From an optimization exercise on the open Yosys and OpenROAD flow, aimed at small area and a short achievable clock period; shortcuts taken in it are not production practice. Only simulation tests tie the RTL to the original design; equivalence was not proved.

`flow/design.v`:
```
`timescale 1ns / 1ps
module qmult #(
	parameter Q = 15,
	parameter N = 32
	)
	(
	 input			[N-1:0]	i_multiplicand,
	 input			[N-1:0]	i_multiplier,
	 output			[N-1:0]	o_result,
	 output	reg				mult_overflow
	 );
	reg [2*N-1:0]	r_result;		 
	reg [N-1:0]		r_RetVal;
	assign o_result = r_RetVal;	 
	always @*	begin						 
		r_result = i_multiplicand[N-2:0] * i_multiplier[N-2:0];	 
		end
	always @* begin													 
		r_RetVal[N-1] = i_multiplicand[N-1] ^ i_multiplier[N-1];	 
		r_RetVal[N-2:0] = r_result[N-2+Q:Q];								 
		if (r_result[2*N-2:N-1+Q] > 0) begin										 
			mult_overflow = 1'b1;
		end
		else begin
			mult_overflow = 1'b0;
		end
		end
endmodule
`timescale 1ns / 1ps
module qadd #(
	parameter Q = 15,
	parameter N = 32
	)
	(
    input [N-1:0] a,
    input [N-1:0] b,
    output [N-1:0] c,
	output logic add_overflow
    );
reg [N-1:0] res;
reg [N-1:0] check_value;
assign c = res;
assign add_overflow = (check_value[N-1] == 1) ? 1 : 0;
always @* begin
	check_value = {N{1'b0}};					 
	if(a[N-1] == b[N-1]) begin						 
		res[N-2:0] = a[N-2:0] + b[N-2:0];		 
		check_value[N-1:0] = a[N-2:0] + b[N-2:0];
		res[N-1] = a[N-1];							 
		end												 
	else if(a[N-1] == 0 && b[N-1] == 1) begin		 
		if( a[N-2:0] > b[N-2:0] ) begin					 
			res[N-2:0] = a[N-2:0] - b[N-2:0];			 
			res[N-1] = 0;										 
			end
		else begin												 
			res[N-2:0] = b[N-2:0] - a[N-2:0];			 
			if (res[N-2:0] == 0)
				res[N-1] = 0;										 
			else
				res[N-1] = 1;										 
			end
		end
	else begin												 
		if( a[N-2:0] > b[N-2:0] ) begin					 
			res[N-2:0] = a[N-2:0] - b[N-2:0];			 
			if (res[N-2:0] == 0)
				res[N-1] = 0;										 
			else
				res[N-1] = 1;										 
			end
		else begin												 
			res[N-2:0] = b[N-2:0] - a[N-2:0];			 
			res[N-1] = 0;										 
			end
		end
	end
endmodule
module adder_tree #(
    parameter       KERNEL_ELEMENT_NUM          =       9,
    parameter       DATA_WIDTH              =       32,
    parameter       FRAC_WIDTH              =       15
) (
    input           [KERNEL_ELEMENT_NUM*DATA_WIDTH - 1 : 0]    i_data,      
    input                                   i_reset,
    input                                   i_enable,
    output          [DATA_WIDTH - 1 : 0]    o_data,
    output                                  o_overflow
);
    logic            [DATA_WIDTH - 1 : 0]    o_temp     [0 : KERNEL_ELEMENT_NUM - 2];
    logic            [0 : 0]                 inst_overflow [0 : KERNEL_ELEMENT_NUM - 2];
    assign o_overflow   =   inst_overflow[0] || inst_overflow[1] || inst_overflow[2] || inst_overflow[3] || inst_overflow[4] || inst_overflow[5] || inst_overflow[6] || inst_overflow[7];
    assign o_data       =   o_temp[7];
    qadd #(
	    .Q(FRAC_WIDTH),
	    .N(DATA_WIDTH)
    ) qadd_0_inst (
        .a(i_data[0*DATA_WIDTH +: DATA_WIDTH]),
        .b(i_data[1*DATA_WIDTH +: DATA_WIDTH]),
        .c(o_temp[0]),
	    .add_overflow(inst_overflow[0])
    );
    qadd #(
	    .Q(FRAC_WIDTH),
	    .N(DATA_WIDTH)
    ) qadd_1_inst (
        .a(i_data[2*DATA_WIDTH +: DATA_WIDTH]),
        .b(i_data[3*DATA_WIDTH +: DATA_WIDTH]),
        .c(o_temp[1]),
	    .add_overflow(inst_overflow[1])
    );
    qadd #(
	    .Q(FRAC_WIDTH),
	    .N(DATA_WIDTH)
    ) qadd_2_inst (
        .a(i_data[4*DATA_WIDTH +: DATA_WIDTH]),
        .b(i_data[5*DATA_WIDTH +: DATA_WIDTH]),
        .c(o_temp[2]),
	    .add_overflow(inst_overflow[2])
    );
    qadd #(
	    .Q(FRAC_WIDTH),
	    .N(DATA_WIDTH)
    ) qadd_3_inst (
        .a(i_data[6*DATA_WIDTH +: DATA_WIDTH]),
        .b(i_data[7*DATA_WIDTH +: DATA_WIDTH]),
        .c(o_temp[3]),
	    .add_overflow(inst_overflow[3])
    );
    qadd #(
	    .Q(FRAC_WIDTH),
	    .N(DATA_WIDTH)
    ) qadd_4_inst (
        .a(o_temp[0]),
        .b(o_temp[1]),
        .c(o_temp[4]),
	    .add_overflow(inst_overflow[4])
    );
    qadd #(
	    .Q(FRAC_WIDTH),
	    .N(DATA_WIDTH)
    ) qadd_5_inst (
        .a(o_temp[2]),
        .b(o_temp[3]),
        .c(o_temp[5]),
	    .add_overflow(inst_overflow[5])
    );
    qadd #(
	    .Q(FRAC_WIDTH),
	    .N(DATA_WIDTH)
    ) qadd_6_inst (
        .a(o_temp[4]),
        .b(o_temp[5]),
        .c(o_temp[6]),
	    .add_overflow(inst_overflow[6])
    );
    qadd #(
	    .Q(FRAC_WIDTH),
	    .N(DATA_WIDTH)
    ) qadd_7_inst (
        .a(i_data[8*DATA_WIDTH +: DATA_WIDTH]),
        .b(o_temp[6]),
        .c(o_temp[7]),
	    .add_overflow(inst_overflow[7])
    );
endmodule
module Conv_unit #(
    parameter       CONV_SIZE                   = 9,
    parameter       KERNEL_BRAM_NUM             = 1,
    parameter       DATA_WIDTH                  = 16,
    parameter       FRACTION_WIDTH              = 8
) (
    input                                       i_clock,
    input                                       i_reset,
    input                                       i_global_enable,
    input   logic   [CONV_SIZE*DATA_WIDTH - 1 : 0]                  i_input_feature,
    input   logic   [KERNEL_BRAM_NUM*CONV_SIZE*DATA_WIDTH - 1 : 0]  i_kernel,
    output  logic   [KERNEL_BRAM_NUM*DATA_WIDTH - 1 : 0]            o_result,
    output  logic                               o_overflow         
);
    logic       [DATA_WIDTH - 1 : 0]    input_feature       [0 : CONV_SIZE - 1];
    logic       [DATA_WIDTH - 1 : 0]    kernel              [0 : KERNEL_BRAM_NUM - 1][0 : CONV_SIZE - 1];
    logic       [DATA_WIDTH - 1 : 0]    mult_result         [0 : KERNEL_BRAM_NUM - 1][0 : CONV_SIZE - 1];
    logic       [DATA_WIDTH - 1 : 0]    adder_in            [0 : KERNEL_BRAM_NUM - 1][0 : CONV_SIZE - 1];
    logic       [DATA_WIDTH - 1 : 0]    adder_result        [0 : KERNEL_BRAM_NUM - 1];
    logic       [0 : 0]                 mult_overflow       [0 : KERNEL_BRAM_NUM - 1][0 : CONV_SIZE - 1];
    logic       [0 : 0]                 adder_overflow      [0 : KERNEL_BRAM_NUM - 1];
    logic                               temp_adder_overflow;
    logic                               temp_mult_overflow;
    logic       [CONV_SIZE*DATA_WIDTH - 1 : 0]  adder_in_packed [0 : KERNEL_BRAM_NUM - 1];
    assign      o_overflow  =   temp_adder_overflow || temp_mult_overflow;
    always_ff @(posedge i_clock)begin 
        if(!i_reset) begin
            for(int i = 0; i <= KERNEL_BRAM_NUM - 1; i++) begin
                for(int j = 0; j <= CONV_SIZE - 1; j++) begin
                    adder_in[i][j]  <=  DATA_WIDTH'('b0);
                    kernel[i][j]    <=  DATA_WIDTH'('b0);
                end
                o_result[i*DATA_WIDTH +: DATA_WIDTH] <=  DATA_WIDTH'('b0);
            end
            for(int i = 0; i <= CONV_SIZE - 1; i++) begin
                input_feature[i]    <=  DATA_WIDTH'('b0);
            end
        end
        else begin
            for(int i = 0; i <= KERNEL_BRAM_NUM - 1; i++) begin
                for(int j = 0; j <= CONV_SIZE - 1; j++) begin
                    adder_in[i][j]  <=  mult_result[i][j];
                    kernel[i][j]    <=  i_kernel[(i*CONV_SIZE + j)*DATA_WIDTH +: DATA_WIDTH];
                end
            end
            for(int i = 0; i <= CONV_SIZE - 1; i++) begin
                input_feature[i]    <=  i_input_feature[i*DATA_WIDTH +: DATA_WIDTH];
            end
            for(int i = 0; i <= KERNEL_BRAM_NUM - 1; i++) begin
                o_result[i*DATA_WIDTH +: DATA_WIDTH] <=  adder_result[i];
            end
        end
    end
    always_comb begin
        temp_mult_overflow = 1'b0;
        temp_adder_overflow = 1'b0;
        for (int k = 0; k < KERNEL_BRAM_NUM; k++) begin
            for (int z = 0; z < CONV_SIZE; z++) begin
                temp_mult_overflow = temp_mult_overflow || mult_overflow[k][z];
            end
            temp_adder_overflow = temp_adder_overflow || adder_overflow[k];
        end
    end
    genvar i,j;
    for(i = 0; i <= KERNEL_BRAM_NUM - 1; i++) begin
        for(j = 0; j <= CONV_SIZE - 1; j++) begin
            qmult #(
                .Q(FRACTION_WIDTH), 
                .N(DATA_WIDTH)
            ) qmult_0_0_inst (
                .i_multiplicand(kernel[i][j]),
                .i_multiplier(input_feature[j]),
                .o_result(mult_result[i][j]),
                .mult_overflow(mult_overflow[i][j])
            );
            assign adder_in_packed[i][j*DATA_WIDTH +: DATA_WIDTH] = adder_in[i][j];
        end
        adder_tree #(
            .KERNEL_ELEMENT_NUM(CONV_SIZE),
            .DATA_WIDTH(DATA_WIDTH),
            .FRAC_WIDTH(FRACTION_WIDTH)     
        ) adder_tree_inst (
            .i_data(adder_in_packed[i]),    
            .i_reset(i_reset),
            .i_enable(i_global_enable),
            .o_data(adder_result[i]),
            .o_overflow(adder_overflow[i])
        );
    end
endmodule
```
`flow/run.sh`:
```
#!/bin/bash
# synth_recipe.tcl (not shown) runs the flow's synth.tcl, then flattens the netlist and writes it again
# the make line also repeats each setting of config.mk as NAME=value (left out here)
make -C /OpenROAD-flow-scripts/flow DESIGN_CONFIG=/design/flow/config.mk WORK_HOME=/design/flow/orfs CLKGATE_MAP_FILE= SYNTH_SCRIPT=/design/flow/synth_recipe.tcl finish
```
`flow/config.mk`:
```
export PLATFORM = sky130hd
export DESIGN_NAME = Conv_unit
export DESIGN_NICKNAME = Conv_unit
export VERILOG_FILES = /design/flow/design.v
export SDC_FILE = /design/flow/constraint.sdc
export NUM_CORES = 4
export LEC_CHECK = 0
export CAP_MARGIN = 20
export CORE_MARGIN = 2
export CORE_UTILIZATION = 40
export SETUP_SLACK_MARGIN = 0.3
export SLEW_MARGIN = 20
```
`flow/constraint.sdc`:
```
create_clock -name core_clock -period 18.0 [get_ports {i_clock}]
set_input_delay 3.6000 -clock core_clock [delete_from_list [all_inputs] [get_ports {i_clock}]]
set_output_delay 3.6000 -clock core_clock [all_outputs]
set_load 0.01 [all_outputs]
```
==> flow_summary.toml <==
[synth]
netlist_area_sq_um = 95140
async_reset_ff_share_pct = 0
yosysUniqueCellTypes = 94
ys.flop_type = "dfxtp_1"
ys_ff_latch = 448
synth_edf_count = 0
yosys_warnings = 18
syn_inst = 11015
postSynthNetCount = 14004
synth_area_leaders = "fa_1 (32%), ha_1 (16%), dfxtp_1 (9.4%), and2_1 (8.9%), inv_1 (7.2%)"
synth_top_cell_by_area = "fa_1"
syn-mean-instance-area_sq_um = 8.637
synth_top_area_share_pct = 31.94
seq_area_frac_synth_pct = 9.427

[timing]
timing.slew.headroom_pct = 19.66
finalHoldViolCount = 0
worstMarginPinSlew_ns = 1.194
period_share_pct = 95.52
setup_viol = 0
maxClockFrequency_mhz = 58.16
rsz0062_at_grt = "no"
hold_ws_ns = 0.5792
slew_viol_final = 0
skew_ns = 0.06145
fin_setup_tns_ns = 0
min_period_ns = 17.19

[floorplan]
initial_core_util_pct = 40.11
rows = 179
dieHeight_um = 491.7
die_width_um = 491.7
core_sq_um = 237200
die-area_sq_um = 241800
io_pins = 308

[final_layout]
regArea_sq_um = 8971
fill_cells = 23363
nNetsFinal = 14018
stdcell_area_sq_um = 103800
drive_gt1_share_pct = 3.521
fin_util_pct = 43.77
multi_input_area_sq_um = 77710
fin_cells = 14254
syn2layout_area_growth_pct = 9.118

[placed_design]
port_buffers = 306
place_congestion = 0.9572
place_area_sq_um = 101200
hpwl_um = 231200
placed_cells = 14122

[clock_tree]
ctsHoldBuffers = 0
numCtsBuffers = 59
clk_path_buf_depth = 3
insertion_delay_ns = 0.76
root_buffer = "clkbuf_16"
clkSlewWorstSetupHoldPaths_ns = 0.07
cts_tree = "done"
cts.sinks = 448
h-tree-depth = 2

[global_routing]
antenna_found_initial = 14
grt_start_max_net_pins = 113
grt_pass1_wl_um = 447200
gr-total-overflow = 0
grt_pass1_vias = 78904
grt_usage_pct = 23.25

[critical_path]
cp.required_ns = 14.40
crit_top_cell = "nand4_1"
slowest_delay_ns = 0.52
crit_slowest_cell = "o21ai_0"
end_kind = "primary output"
r2r_start = "adder_in[0][1]"
crit_type = "reg -> out"
arrival_ns = 13.59
start_kind = "register"
crit_fanout = 20
rr_worst_depth = 50
r2r_setup_slack_ns = 5.15
reg2reg_to = "o_result[15]"

[hold_path]
min_path_type = "reg -> reg"
hold_depth = 2
hold_start = "kernel[8][15]"
hold_end = "adder_in[8][15]"

[drt]
drt_first_pass_iters = 9
ant_nets = 0
vias_per_cell = 5.211
wl_per_cell_um = 19.62
drc = 0
dr.first_iter.drc_count = 4504
vias = 74279
wl_um = 279700

[job]
drv_cap = 0

[outcome]
status = "finished clean"
[metal layers]
| metal | part of all wire [%] | vias up | global-route usage [%] | wire, um |
|---|---|---|---|---|
| met1 | 46 | 37400 | 32.16 | 127800 |
| met4 | 3.6 | 2 | 7.626 | 9962 |
| li1 | - | 34557 | - | - |
| met2 | 46 | 1951 | 38.15 | 128900 |
| met5 | 0.0046 | - | 0 | 13 |
| met3 | 4.7 | 369 | 2.195 | 13050 |
[registers in the layout, summed over array words and instances (netlist names)]
name and count:
kernel 144, adder_in 144, o_result 16, input_feature 144
[layout make-up]
class                      count  area share [%]
clock buffer                  72           1.567
sequential                   448           8.641
timing repair buffer         446           3.971
tap                         3167           3.817
inverter                    1836           6.643
antenna                       10         0.02410
clock inverter                37          0.4809
multi-input combinational   8238           74.86
[worst max-delay path: cells and delay by family, from the launching register on]
kind | cells | cell delay (ns)
xor gates and xnor gates | 2 | 0.44
DFF | 1 | 0.43
adders and majority gates | 4 | 1.42
and+or+nand+nor | 17 | 3.51
muxes | 1 | 0.14
AOI/OAI and AO/OA | 21 | 5.36
buffers and inverters | 7 | 1.53
[cell usage in the layout (no fill, tap or decap), drive strengths merged, types with 83 or more instances in the layout]
cell type / synthesis / final
nand3: 83 / 83
xnor2: 326 / 326
fa: 1518 / 1518
and2: 1359 / 1359
nor3: 116 / 116
dfxtp: 448 / 448
a21o: 138 / 138
a21oi: 456 / 456
nand4: 101 / 101
nor2: 455 / 455
xor2: 133 / 133
buf: 71 / 141
clkdlybuf4s50: 0 / 305
o21bai: 85 / 85
ha: 1180 / 1180
o21ai: 231 / 231
inv: 1824 / 1833
nand2: 1205 / 1205
[cells in the mapped netlist, types with 82 or more instances]
master and n:
xor2_1 133, o21ai_0 218, a21oi_1 451, and2_1 1359, xnor2_1 326, nor2_1 455, clkbuf_1 420, nor3_1 116
nand2_1 1205, dfxtp_1 448, a21o_1 138, o21bai_1 85, fa_1 1518, ha_1 1180, inv_1 1821, nand3_1 82
nand4_1 101
[worst max-delay path by stage]
| stage | start | cells past startpoint | endpoint |
|---|---|---|---|
| 3_5_place_dp | adder_in[4][1] | 55 | o_overflow |
| 5_1_grt | adder_in[7][0] | 55 | o_overflow |
| 2_1_floorplan | adder_in[4][7] | 55 | o_overflow |
| 6_report | adder_in[0][1] | 52 | o_overflow |
| 4_1_cts | adder_in[6][1] | 53 | o_overflow |
| 3_3_place_gp | adder_in[4][1] | 55 | o_overflow |
[cells by family (layout without fill, tap and decap cells)]
family,Yosys count,count (layout),share of synthesized area [%]
and+or+nand+nor,3656,3656,19.59
adders and majority gates,2698,2698,47.46
buffers and inverters,2329,2391,9.283
AOI/OAI and AO/OA,1343,1343,9.129
xor gates and xnor gates,459,459,4.225
DFF,448,448,9.427
muxes,82,82,0.8851
other,0,10,0
[stage by stage]
stage	setup slack, ns
floorplan	3.327
global placement	0.6337
detailed placement	0.5525
CTS	0.3021
global route	0.2716
finish	0.8068
[what timing repair did]
item	4_1_cts	5_1_grt
gates cloned	0	0
resized for setup	20	52
setup endpoints to repair	1	1
buffers inserted	2	11
pin swaps	5	17

[afterwards: timing with drivers on the ports]
No port has a modelled driver above. Below, the same layout with a new extraction and two added sets of constraints.
Step 1 (the two cells are an assumption about what drives the block):
set clk [get_ports {i_clock}]
set_driving_cell -lib_cell sky130_fd_sc_hd__clkbuf_16 $clk
set_driving_cell -lib_cell sky130_fd_sc_hd__buf_2 [delete_from_list [all_inputs] $clk]
Step 2, shift: input delay + t, output delay - t, t = (earliest + latest rising clock arrival at the registers) / 2. This alone moves slack from input paths to output paths.
Three values: ideal, step 1, step 2; two values: the first two.
t (ns): 0.827
slack for setup (ns): 0.807 / 0.713 / 1.540
worst setup path after step 2: register to output
pins driven straight from the clock port: 1
After both steps this run still meets setup and hold. For this run, drivers alone change the setup slack by -0.094 ns; drivers and shift together by +0.733 ns.
